This is an optimization exercise on Yosys and OpenROAD, whose aim is small area, not a production implementation. At most, simulation tests tie the RTL to the original design; equivalence was not proved. No activity file was given, so power comes from the tool's default toggle rates.

## the baseline
==> flow/design.v <==
`timescale 1ns / 1ps
module main(
    input wire CLK,
    input wire RST,
    input wire SW1,
    input wire SW2,
    input wire SW3,
    input wire SW4,
    output wire VGA_HS,
    output wire VGA_VS,
    output reg  VGA_R2,
    output reg  VGA_G2,
    output reg  VGA_B2,
    output wire VGA_R1,
    output wire VGA_G1,
    output wire VGA_B1
);
    reg [9:0] h, v, px, py;
    reg [11:0] m;
    reg [5:0] c;         
    wire h_end = h[9] & h[8] & h[4] & h[3] & h[2] & h[1] & h[0];    
    wire v_end = v[9] & v[3] & v[2];                                
    localparam [11:0] M_END = 12'h727;
    localparam [11:0] M_SEL = 12'hAFF;
    wire tick  = ((m ^ M_END) & M_SEL) == 12'd0;
    wire c_end = c[5] & c[4];                                       
    wire [10:0] hc, vc;
    wire [6:0] cc;
    assign hc[0] = 1'b1;
    assign vc[0] = h_end;
    assign cc[0] = 1'b1;
    genvar i;
    generate
        for (i = 0; i < 10; i = i + 1) begin : g_hv
            assign hc[i+1] = hc[i] & h[i];
            assign vc[i+1] = vc[i] & v[i];
        end
        for (i = 0; i < 6; i = i + 1) begin : g_c
            assign cc[i+1] = cc[i] & c[i];
        end
    endgenerate
    always @(posedge CLK) begin
        if (RST | h_end)
            h <= 10'd0;
        else
            h <= h ^ hc[9:0];
        if (RST | (h_end & v_end))
            v <= 10'd0;
        else
            v <= v ^ vc[9:0];
        if (RST | tick)
            m <= 12'd0;
        else
            m <= {~m[10:0], m[0] ^ m[11]};
        if (RST | h_end)
            c <= 6'd22;
        else if (c_end)
            c <= 6'd14;
        else
            c <= c ^ cc[5:0];
    end
    assign VGA_HS = h[9] & ~h[8] & h[7] & (h[6] | h[5] | h[4]) & ~(h[6] & h[5] & h[4]);
    assign VGA_VS = ~v[9] & v[8] & v[7] & v[6] & v[5] & ~v[4] & v[3] & ~v[2] & v[1];
    wire px_max = px[9] & px[6] & px[5] & px[1];                    
    wire [10:0] lt;
    localparam [9:0] K430 = 10'd430;
    assign lt[0] = 1'b0;
    generate
        for (i = 0; i < 10; i = i + 1) begin : g_lt
            if (K430[i])
                assign lt[i+1] = ~py[i] | lt[i];
            else
                assign lt[i+1] = ~py[i] & lt[i];
        end
    endgenerate
    wire upx = SW4 & ~px_max;
    wire dnx = ~upx & SW3 & (|px);
    wire upy = SW2 & (|py);
    wire dny = ~upy & SW1 & lt[10];
    wire [10:0] tx, ty;
    assign tx[0] = tick & (upx | dnx);
    assign ty[0] = tick & (upy | dny);
    generate
        for (i = 0; i < 10; i = i + 1) begin : g_p
            assign tx[i+1] = tx[i] & (px[i] ^ dnx);
            assign ty[i+1] = ty[i] & (py[i] ^ dny);
        end
    endgenerate
    always @(posedge CLK) begin
        if (RST) begin
            px <= 10'd305;
            py <= 10'd215;
        end else begin
            px <= px ^ tx[9:0];
            py <= py ^ ty[9:0];
        end
    end
    wire vis = (~h[9] | ~(h[8] | h[7])) & ~v[9] & ~(v[8] & v[7] & v[6] & v[5]);
    wire [10:0] bx, by;
    wire [9:0] dx, dy;
    assign bx[0] = 1'b0;
    assign by[0] = 1'b0;
    generate
        for (i = 0; i < 10; i = i + 1) begin : g_d
            assign dx[i] = h[i] ^ px[i] ^ bx[i];
            assign bx[i+1] = (~h[i] & px[i]) | (~(h[i] ^ px[i]) & bx[i]);
            assign dy[i] = v[i] ^ py[i] ^ by[i];
            assign by[i+1] = (~v[i] & py[i]) | (~(v[i] ^ py[i]) & by[i]);
        end
    endgenerate
    wire in_x = ~bx[10] & ~(|dx[9:5]) & ~(dx[4] & dx[3] & dx[2] & dx[1]);
    wire in_y = ~by[10] & ~(|dy[9:6]) & ~(dy[5] & dy[4] & (dy[3] | dy[2] | dy[1]));
    wire on_player = in_x & in_y;
    wire col = c[5];
    reg row;
    integer k;
    always @(*) begin
        row = 1'b0;
        for (k = 0; k < 5; k = k + 1)
            if (v >= 100 + 75 * k && v < 110 + 75 * k) row = 1'b1;
    end
    wire tile = col & row;
    always @(posedge CLK) begin
        VGA_R2 <= vis & ~on_player & tile;
        VGA_G2 <= vis & (on_player | tile);
        VGA_B2 <= vis & ~on_player & tile;
    end
    assign VGA_R1 = 1'b0;
    assign VGA_G1 = 1'b0;
    assign VGA_B1 = 1'b0;
endmodule
clock: 6.0 ns
lec_check: 0
cap_margin: 20
core_margin: 2
core_utilization: 40
cts_buf_list: sky130_fd_sc_hd__clkbuf_4
slew_margin: 20
run.sh (not shown) runs the stock make flow with config.mk's settings and CLKGATE_MAP_FILE= SYNTH_SCRIPT=/design/flow/synth_recipe.tcl, a recipe that flattens the netlist after the stock synthesis.
[inputs] the candidate vs the baseline
--- a/flow/design.v
+++ b/flow/design.v
@@ -17,26 +17,29 @@
 );
     reg [9:0] h, v, px, py;
     reg [11:0] m;
     reg [5:0] c;         
     wire h_end = h[9] & h[8] & h[4] & h[3] & h[2] & h[1] & h[0];    
     wire v_end = v[9] & v[3] & v[2];                                
-    localparam [11:0] M_END = 12'h727;
-    localparam [11:0] M_SEL = 12'hAFF;
-    wire tick  = ((m ^ M_END) & M_SEL) == 12'd0;
+    wire tick  = m[11] & m[8] & m[7] & m[6] & m[2];                 
     wire c_end = c[5] & c[4];                                       
     wire [10:0] hc, vc;
+    wire [12:0] mc;
     wire [6:0] cc;
     assign hc[0] = 1'b1;
     assign vc[0] = h_end;
+    assign mc[0] = 1'b1;
     assign cc[0] = 1'b1;
     genvar i;
     generate
         for (i = 0; i < 10; i = i + 1) begin : g_hv
             assign hc[i+1] = hc[i] & h[i];
             assign vc[i+1] = vc[i] & v[i];
+        end
+        for (i = 0; i < 12; i = i + 1) begin : g_m
+            assign mc[i+1] = mc[i] & m[i];
         end
         for (i = 0; i < 6; i = i + 1) begin : g_c
             assign cc[i+1] = cc[i] & c[i];
         end
     endgenerate
     always @(posedge CLK) begin
@@ -48,13 +51,13 @@
             v <= 10'd0;
         else
             v <= v ^ vc[9:0];
         if (RST | tick)
             m <= 12'd0;
         else
-            m <= {~m[10:0], m[0] ^ m[11]};
+            m <= m ^ mc[11:0];
         if (RST | h_end)
             c <= 6'd22;
         else if (c_end)
             c <= 6'd14;
         else
             c <= c ^ cc[5:0];
## What came out
The baseline → the candidate: cell count went up, setup slack moved up, met1 layer wirelength in the final routing up about 7%. Combinational fraction of design power down 0.8 points in the candidate wrt the baseline. Die area on the candidate is behind the baseline. Summary — xor/xnor cell area share of the yosys netlist, the candidate relative to the baseline: lower, by 0.41 points. Taking the baseline as the reference, in the candidate utilization after layout went down 0.75 points, number of global-route vias before repair went up 82. Final standard cell area without fillers, the candidate and the baseline: smaller value in the baseline. On portion of total power attributed to the clock network: between the candidate and the baseline, it ends up higher for the candidate. Clock slew at the register clock pins of the worst setup and hold paths of the candidate is on par with the baseline.
Function not checked in the baseline: the RTL went through the layout flow alone.

## afterwards: timing with drivers on the ports
How much do the figures lean on ideal ports? The routed layouts below were timed once more, with nothing changed but the port constraints. Step 1 assumes that a clkbuf_16 drives the clock port and a buf_2 every other input. Step 2, shift: input delay + t, output delay - t, t = (earliest + latest rising clock arrival at the registers) / 2. This alone moves slack from input paths to output paths. Slacks: ideal ports / drivers / drivers and shift; pairs: ideal ports / drivers.
run	shift t [ns]	setup WS [ns]	worst hold slack (ns)	worst data-port slew with drivers (ns)	cell pins on the clock port's net
the baseline	0.415	1.690 / 1.690 / 1.690	0.405 / 0.405 / 0.405	0.03	1
the candidate	0.430	1.760 / 1.760 / 1.760	0.438 / 0.438 / 0.438	0.03	1
After both steps every run listed still meets setup and hold.
